This design comes from an exercise in tuning for small area, a short achievable clock period and few clock cycles per item on the open sky130 flow, not from production work. At most, simulation tests tie the RTL to the original design; equivalence was not proved.

==> flow/design.v <==
module tinyenc
#(
  parameter        SHL   =  4,
  parameter        SHR   =  5
)
(
   input     [15:0] delta,
   input     [ 2:0] round,
   input     [31:0] kh,
   input            g,
  output            valid,
  output     [31:0] rdata,
   input     [31:0] wdata,
   input            write,
   input            clk, rstb
);
reg        vld, wt;     
reg [ 6:0] c;             
reg [15:0] p, q, sum;
wire       busy = ~vld;
assign valid = vld;
assign rdata = {q, p};
wire        step = busy & ~wt;
wire        rend = step & g;                  
wire [ 6:0] mask = ~(7'h7f << round);          
wire        last = &(c | ~mask);
wire [15:0] ka = kh[15:0];
wire [15:0] kb = kh[31:16];
function [15:0] add16;
  input [15:0] a, b;
  input        ci;
  integer i, l;
  reg [15:0] g, p, g2, p2, x;
  begin
    x = a ^ b;
    g = a & b;
    p = x;
    g[0] = g[0] | (p[0] & ci);
    for (l = 0; l < 4; l = l + 1) begin
      g2 = g;
      p2 = p;
      for (i = 0; i < 16; i = i + 1)
        if ((i >> l) & 1) begin
          g2[i] = g[i] | (p[i] & g[((i >> l) << l) - 1]);
          p2[i] = p[i] & p[((i >> l) << l) - 1];
        end
      g = g2;
      p = p2;
    end
    add16 = x ^ {g[14:0], ci};
  end
endfunction
wire [15:0] f  = add16(q << SHL, ka, 1'b0) ^ add16(q, sum, 1'b0) ^ add16(q >> SHR, kb, 1'b0);
always @(negedge rstb or posedge clk) begin
  if (~rstb) vld <= 1'b1;
  else if (vld) vld <= ~write;
  else if (rend & last) vld <= 1'b1;
end
always @(posedge clk) begin
  wt  <= ~busy & ~g;
  c   <= busy ? c + {6'd0, rend} : 7'd0;
  sum <= (busy ? sum : 16'd0) + ((rend | ~busy) ? delta : 16'd0);
  if (~busy) begin
    if (write) begin
      p <= wdata[15:0];
      q <= wdata[31:16];
    end
  end
  else if (step) begin
    p <= q;
    q <= add16(p, f, 1'b0);
  end
end
endmodule
module tinydec
#(
  parameter        SHL   =  4,
  parameter        SHR   =  5
)
(
   input     [15:0] delta,
   input     [ 2:0] round,
   input     [31:0] kh,
   input            g,
  output            valid,
  output     [31:0] rdata,
   input     [31:0] wdata,
   input            write,
   input            clk, rstb
);
reg        vld, wt;     
reg [ 6:0] c;             
reg [15:0] p, q, sum;
wire       busy = ~vld;
assign valid = vld;
assign rdata = {p, q};
wire        step = busy & ~wt;
wire        rend = step & ~g;                 
wire [ 6:0] mask = ~(7'h7f << round);          
wire        last = &(c | ~mask);
wire [15:0] ka = kh[15:0];
wire [15:0] kb = kh[31:16];
function [15:0] add16;
  input [15:0] a, b;
  input        ci;
  integer i, l;
  reg [15:0] g, p, g2, p2, x;
  begin
    x = a ^ b;
    g = a & b;
    p = x;
    g[0] = g[0] | (p[0] & ci);
    for (l = 0; l < 4; l = l + 1) begin
      g2 = g;
      p2 = p;
      for (i = 0; i < 16; i = i + 1)
        if ((i >> l) & 1) begin
          g2[i] = g[i] | (p[i] & g[((i >> l) << l) - 1]);
          p2[i] = p[i] & p[((i >> l) << l) - 1];
        end
      g = g2;
      p = p2;
    end
    add16 = x ^ {g[14:0], ci};
  end
endfunction
wire [15:0] f  = add16(q << SHL, ka, 1'b0) ^ add16(q, sum, 1'b0) ^ add16(q >> SHR, kb, 1'b0);
always @(negedge rstb or posedge clk) begin
  if (~rstb) vld <= 1'b1;
  else if (vld) vld <= ~write;
  else if (rend & last) vld <= 1'b1;
end
always @(posedge clk) begin
  wt  <= ~busy & g;
  c   <= busy ? c + {6'd0, rend} : 7'd0;
  sum <= busy ? sum - (rend ? delta : 16'd0) : delta << round;
  if (~busy) begin
    if (write) begin
      p <= wdata[31:16];
      q <= wdata[15:0];
    end
  end
  else if (step) begin
    p <= q;
    q <= add16(p, ~f, 1'b1);
  end
end
endmodule
module tea (
   input        clk,
   input        rstb,
   input [15:0] delta,
   input [ 2:0] round,
   input [63:0] key,
   input        enc_write,
   input [31:0] enc_wdata,
  output        enc_valid,
  output [31:0] enc_rdata,
   input        dec_write,
   input [31:0] dec_wdata,
  output        dec_valid,
  output [31:0] dec_rdata
);
reg        g;
reg [31:0] kreg;
always @(negedge rstb or posedge clk) begin
  if (~rstb) g <= 1'b0;
  else       g <= ~g;
end
always @(posedge clk) begin
  kreg <= g ? key[31:0] : key[63:32];
end
tinyenc #(
  .SHL(4),
  .SHR(5)
)
u_enc (
  .delta(delta),
  .round(round),
  .kh(kreg),
  .g(g),
  .valid(enc_valid),
  .rdata(enc_rdata),
  .wdata(enc_wdata),
  .write(enc_write),
  .clk(clk), .rstb(rstb)
);
tinydec #(
  .SHL(4),
  .SHR(5)
)
u_dec (
  .delta(delta),
  .round(round),
  .kh(kreg),
  .g(g),
  .valid(dec_valid),
  .rdata(dec_rdata),
  .wdata(dec_wdata),
  .write(dec_write),
  .clk(clk), .rstb(rstb)
);
endmodule
export LEC_CHECK = 0
export ABC_AREA = 1
export CAP_MARGIN = 20
export CORE_MARGIN = 2
export CORE_UTILIZATION = 40
export SLEW_MARGIN = 20
create_clock -name core_clock -period 11.0 [get_ports {clk}]
standard.sh (not shown) runs the stock make flow with config.mk's settings and CLKGATE_MAP_FILE= SYNTH_SCRIPT=/design/flow/synth_recipe.tcl, a recipe that flattens the netlist after the stock synthesis.
==> flow/flow/run.sh <==
#!/bin/bash
# Standard ORFS layout, with the port buffers made of buf_1 cells instead of
# the larger, slower cell buffer_ports picks by default.
set -o pipefail
export BUFFER_PORTS_ARGS="-buffer_cell sky130_fd_sc_hd__buf_1"
export SETUP_SLACK_MARGIN=7.0
bash standard.sh > standard.log 2>&1
Next try:
--- a/flow/design.v
+++ b/flow/design.v
@@ -2,12 +2,13 @@
 #(
   parameter        SHL   =  4,
   parameter        SHR   =  5
 )
 (
    input     [15:0] delta,
+   input     [15:0] dreg,
    input     [ 2:0] round,
    input     [31:0] kh,
    input            g,
   output            valid,
   output     [31:0] rdata,
    input     [31:0] wdata,
@@ -56,13 +57,13 @@
   else if (vld) vld <= ~write;
   else if (rend & last) vld <= 1'b1;
 end
 always @(posedge clk) begin
   wt  <= ~busy & ~g;
   c   <= busy ? c + {6'd0, rend} : 7'd0;
-  sum <= (busy ? sum : 16'd0) + ((rend | ~busy) ? delta : 16'd0);
+  sum <= busy ? sum + (rend ? dreg : 16'd0) : delta;
   if (~busy) begin
     if (write) begin
       p <= wdata[15:0];
       q <= wdata[31:16];
     end
   end
@@ -76,12 +77,13 @@
 #(
   parameter        SHL   =  4,
   parameter        SHR   =  5
 )
 (
    input     [15:0] delta,
+   input     [15:0] dreg,
    input     [ 2:0] round,
    input     [31:0] kh,
    input            g,
   output            valid,
   output     [31:0] rdata,
    input     [31:0] wdata,
@@ -130,13 +132,13 @@
   else if (vld) vld <= ~write;
   else if (rend & last) vld <= 1'b1;
 end
 always @(posedge clk) begin
   wt  <= ~busy & g;
   c   <= busy ? c + {6'd0, rend} : 7'd0;
-  sum <= busy ? sum - (rend ? delta : 16'd0) : delta << round;
+  sum <= busy ? sum - (rend ? dreg : 16'd0) : delta << round;
   if (~busy) begin
     if (write) begin
       p <= wdata[31:16];
       q <= wdata[15:0];
     end
   end
@@ -160,25 +162,28 @@
    input [31:0] dec_wdata,
   output        dec_valid,
   output [31:0] dec_rdata
 );
 reg        g;
 reg [31:0] kreg;
+reg [15:0] dreg;    
 always @(negedge rstb or posedge clk) begin
   if (~rstb) g <= 1'b0;
   else       g <= ~g;
 end
 always @(posedge clk) begin
   kreg <= g ? key[31:0] : key[63:32];
+  dreg <= delta;
 end
 tinyenc #(
   .SHL(4),
   .SHR(5)
 )
 u_enc (
   .delta(delta),
+  .dreg(dreg),
   .round(round),
   .kh(kreg),
   .g(g),
   .valid(enc_valid),
   .rdata(enc_rdata),
   .wdata(enc_wdata),
@@ -188,12 +193,13 @@
 tinydec #(
   .SHL(4),
   .SHR(5)
 )
 u_dec (
   .delta(delta),
+  .dreg(dreg),
   .round(round),
   .kh(kreg),
   .g(g),
   .valid(dec_valid),
   .rdata(dec_rdata),
   .wdata(dec_wdata),
Area after synthesis came out higher by 3.6%.
Flip-flop and latch count is higher by 16.
Final cell count came out higher by 2.4%.
Register-to-register slack is about the same.
Wire length climbs by 5.3%.
No functional check of the RTL was part of any run of this note.

========
Another version of the RTL of tea (not shown whole).
Size in the first run: about 150 flip-flops, about 12000 sq um of cells after synthesis.
==> module tinyenc, before the edit <==
module tinyenc
#(
  parameter        SHL   =  4,
  parameter        SHR   =  5
)
(
   input     [15:0] delta,
   input     [ 2:0] round,
   input     [31:0] kh,
   input            g,
  output            valid,
  output     [31:0] rdata,
   input     [31:0] wdata,
   input            write,
   input            clk, rstb
);
reg        busy, wt;
reg [ 6:0] c;             
reg [15:0] p, q, sum;
assign valid = ~busy;
assign rdata = {q, p};
wire        step = busy & ~wt;
wire        rend = step & g;                  
wire [ 6:0] mask = ~(7'h7f << round);          
wire        last = &(c | ~mask);
wire [15:0] ka = kh[15:0];
wire [15:0] kb = kh[31:16];
function [15:0] add16;
  input [15:0] a, b;
  input        ci;
  integer i, l;
  reg [15:0] g, p, g2, p2, x;
  begin
    x = a ^ b;
    g = a & b;
    p = x;
    g[0] = g[0] | (p[0] & ci);
    for (l = 0; l < 4; l = l + 1) begin
      g2 = g;
      p2 = p;
      for (i = 0; i < 16; i = i + 1)
        if ((i >> l) & 1) begin
          g2[i] = g[i] | (p[i] & g[((i >> l) << l) - 1]);
          p2[i] = p[i] & p[((i >> l) << l) - 1];
        end
      g = g2;
      p = p2;
    end
    add16 = x ^ {g[14:0], ci};
  end
endfunction
wire [15:0] f  = add16(q << SHL, ka, 1'b0) ^ add16(q, sum, 1'b0) ^ add16(q >> SHR, kb, 1'b0);
always @(negedge rstb or posedge clk) begin
  if (~rstb) busy <= 1'b0;
  else if (~busy) busy <= write;
  else if (rend & last) busy <= 1'b0;
end
always @(posedge clk) begin
  wt  <= ~busy & ~g;
  c   <= busy ? c + {6'd0, rend} : 7'd0;
  sum <= busy ? sum + (rend ? delta : 16'd0) : delta;
  if (~busy) begin
    if (write) begin
      p <= wdata[15:0];
      q <= wdata[31:16];
    end
  end
  else if (step) begin
    p <= q;
    q <= add16(p, f, 1'b0);
  end
end
endmodule
==> module tinydec, before the edit <==
module tinydec
#(
  parameter        SHL   =  4,
  parameter        SHR   =  5
)
(
   input     [15:0] delta,
   input     [ 2:0] round,
   input     [31:0] kh,
   input            g,
  output            valid,
  output     [31:0] rdata,
   input     [31:0] wdata,
   input            write,
   input            clk, rstb
);
reg        busy, wt;
reg [ 6:0] c;             
reg [15:0] p, q, sum;
assign valid = ~busy;
assign rdata = {p, q};
wire        step = busy & ~wt;
wire        rend = step & ~g;                 
wire [ 6:0] mask = ~(7'h7f << round);          
wire        last = &(c | ~mask);
wire [15:0] ka = kh[15:0];
wire [15:0] kb = kh[31:16];
function [15:0] add16;
  input [15:0] a, b;
  input        ci;
  integer i, l;
  reg [15:0] g, p, g2, p2, x;
  begin
    x = a ^ b;
    g = a & b;
    p = x;
    g[0] = g[0] | (p[0] & ci);
    for (l = 0; l < 4; l = l + 1) begin
      g2 = g;
      p2 = p;
      for (i = 0; i < 16; i = i + 1)
        if ((i >> l) & 1) begin
          g2[i] = g[i] | (p[i] & g[((i >> l) << l) - 1]);
          p2[i] = p[i] & p[((i >> l) << l) - 1];
        end
      g = g2;
      p = p2;
    end
    add16 = x ^ {g[14:0], ci};
  end
endfunction
wire [15:0] f  = add16(q << SHL, ka, 1'b0) ^ add16(q, sum, 1'b0) ^ add16(q >> SHR, kb, 1'b0);
always @(negedge rstb or posedge clk) begin
  if (~rstb) busy <= 1'b0;
  else if (~busy) busy <= write;
  else if (rend & last) busy <= 1'b0;
end
always @(posedge clk) begin
  wt  <= ~busy & g;
  c   <= busy ? c + {6'd0, rend} : 7'd0;
  sum <= busy ? sum - (rend ? delta : 16'd0) : delta << round;
  if (~busy) begin
    if (write) begin
      p <= wdata[31:16];
      q <= wdata[15:0];
    end
  end
  else if (step) begin
    p <= q;
    q <= add16(p, ~f, 1'b1);
  end
end
endmodule
Settings: LEC_CHECK=0, CAP_MARGIN=20, CORE_MARGIN=2, CORE_UTILIZATION=40, SLEW_MARGIN=20; clock period 11.0 ns.
==> flow/flow/run.sh <==
#!/bin/bash
# Standard ORFS layout, with the port buffers made of buf_1 cells instead of
# the larger, slower cell buffer_ports picks by default.
set -o pipefail
export BUFFER_PORTS_ARGS="-buffer_cell sky130_fd_sc_hd__buf_1"
export SETUP_SLACK_MARGIN=6.9
bash standard.sh > standard.log 2>&1
Testbench counts at the start, summed over its fixed seeds: cycles 85,704, items 2,560.
Then changed:
--- a/flow/design.v
+++ b/flow/design.v
@@ -22,37 +22,13 @@
 wire        step = busy & ~wt;
 wire        rend = step & g;                  
 wire [ 6:0] mask = ~(7'h7f << round);          
 wire        last = &(c | ~mask);
 wire [15:0] ka = kh[15:0];
 wire [15:0] kb = kh[31:16];
-function [15:0] add16;
-  input [15:0] a, b;
-  input        ci;
-  integer i, l;
-  reg [15:0] g, p, g2, p2, x;
-  begin
-    x = a ^ b;
-    g = a & b;
-    p = x;
-    g[0] = g[0] | (p[0] & ci);
-    for (l = 0; l < 4; l = l + 1) begin
-      g2 = g;
-      p2 = p;
-      for (i = 0; i < 16; i = i + 1)
-        if ((i >> l) & 1) begin
-          g2[i] = g[i] | (p[i] & g[((i >> l) << l) - 1]);
-          p2[i] = p[i] & p[((i >> l) << l) - 1];
-        end
-      g = g2;
-      p = p2;
-    end
-    add16 = x ^ {g[14:0], ci};
-  end
-endfunction
-wire [15:0] f  = add16(q << SHL, ka, 1'b0) ^ add16(q, sum, 1'b0) ^ add16(q >> SHR, kb, 1'b0);
+wire [15:0] f  = ((q<<SHL) + ka) ^ (q + sum) ^ ((q>>SHR) + kb);
 always @(negedge rstb or posedge clk) begin
   if (~rstb) busy <= 1'b0;
   else if (~busy) busy <= write;
   else if (rend & last) busy <= 1'b0;
 end
 always @(posedge clk) begin
@@ -64,13 +40,13 @@
       p <= wdata[15:0];
       q <= wdata[31:16];
     end
   end
   else if (step) begin
     p <= q;
-    q <= add16(p, f, 1'b0);
+    q <= p + f;
   end
 end
 endmodule
 module tinydec
 #(
   parameter        SHL   =  4,
@@ -95,37 +71,13 @@
 wire        step = busy & ~wt;
 wire        rend = step & ~g;                 
 wire [ 6:0] mask = ~(7'h7f << round);          
 wire        last = &(c | ~mask);
 wire [15:0] ka = kh[15:0];
 wire [15:0] kb = kh[31:16];
-function [15:0] add16;
-  input [15:0] a, b;
-  input        ci;
-  integer i, l;
-  reg [15:0] g, p, g2, p2, x;
-  begin
-    x = a ^ b;
-    g = a & b;
-    p = x;
-    g[0] = g[0] | (p[0] & ci);
-    for (l = 0; l < 4; l = l + 1) begin
-      g2 = g;
-      p2 = p;
-      for (i = 0; i < 16; i = i + 1)
-        if ((i >> l) & 1) begin
-          g2[i] = g[i] | (p[i] & g[((i >> l) << l) - 1]);
-          p2[i] = p[i] & p[((i >> l) << l) - 1];
-        end
-      g = g2;
-      p = p2;
-    end
-    add16 = x ^ {g[14:0], ci};
-  end
-endfunction
-wire [15:0] f  = add16(q << SHL, ka, 1'b0) ^ add16(q, sum, 1'b0) ^ add16(q >> SHR, kb, 1'b0);
+wire [15:0] f  = ((q<<SHL) + ka) ^ (q + sum) ^ ((q>>SHR) + kb);
 always @(negedge rstb or posedge clk) begin
   if (~rstb) busy <= 1'b0;
   else if (~busy) busy <= write;
   else if (rend & last) busy <= 1'b0;
 end
 always @(posedge clk) begin
@@ -137,13 +89,13 @@
       p <= wdata[31:16];
       q <= wdata[15:0];
     end
   end
   else if (step) begin
     p <= q;
-    q <= add16(p, ~f, 1'b1);
+    q <= p - f;
   end
 end
 endmodule
 module tea (
    input        clk,
    input        rstb,
What happened: Wire length rises by 7.5%. Worst setup slack gains 0.27 ns. Cell area rises by 4.9%. Synthesized area is higher by 5.9%. Global-route usage increases by 0.35 points. Flip-flop and latch count does not change. Final cell count rises by 6.3%. Count of clock-buffer cells in the layout came out higher by 2. Utilization goes up by 0.14 points. Synthesized cell count climbs by 9.2%.
For the second run of this note, only the layout was checked, not whether the RTL still works.

==> re-timing with driven ports <==
The results above use ideal ports. As a check the final layouts listed here were re-extracted and re-timed, cells and wires unchanged.
Step 1, drivers: a clkbuf_16 drives clk and a buf_2 each remaining input, both assumed.
Step 2 times the ports against the registers' clock, not the clock port: input delays grow and output delays shrink by t, the midpoint of the rising clock arrivals with the driver on.
Slacks: no drivers / after step 1 / after step 2; pairs: no drivers / after step 1.
run | shift t [ns] | setup slack, ns | latest minus earliest clock arrival (ns)
the first run of note 1 | 0.492 | 7.118 / 7.067 / 6.681 | 0.017 / 0.018
the second run of note 1 | 0.496 | 7.176 / 7.144 / 6.997 | 0.014 / 0.014
the first run of note 2 | 0.489 | 6.565 / 6.565 / 6.489 | 0.012 / 0.012
the second run of note 2 | 0.487 | 6.838 / 6.838 / 6.369 | 0.016 / 0.015
After both steps every run listed still meets setup and hold. For the second run of note 2, which loses most, drivers alone change the setup slack by 0.000 ns; drivers and shift together by -0.469 ns.
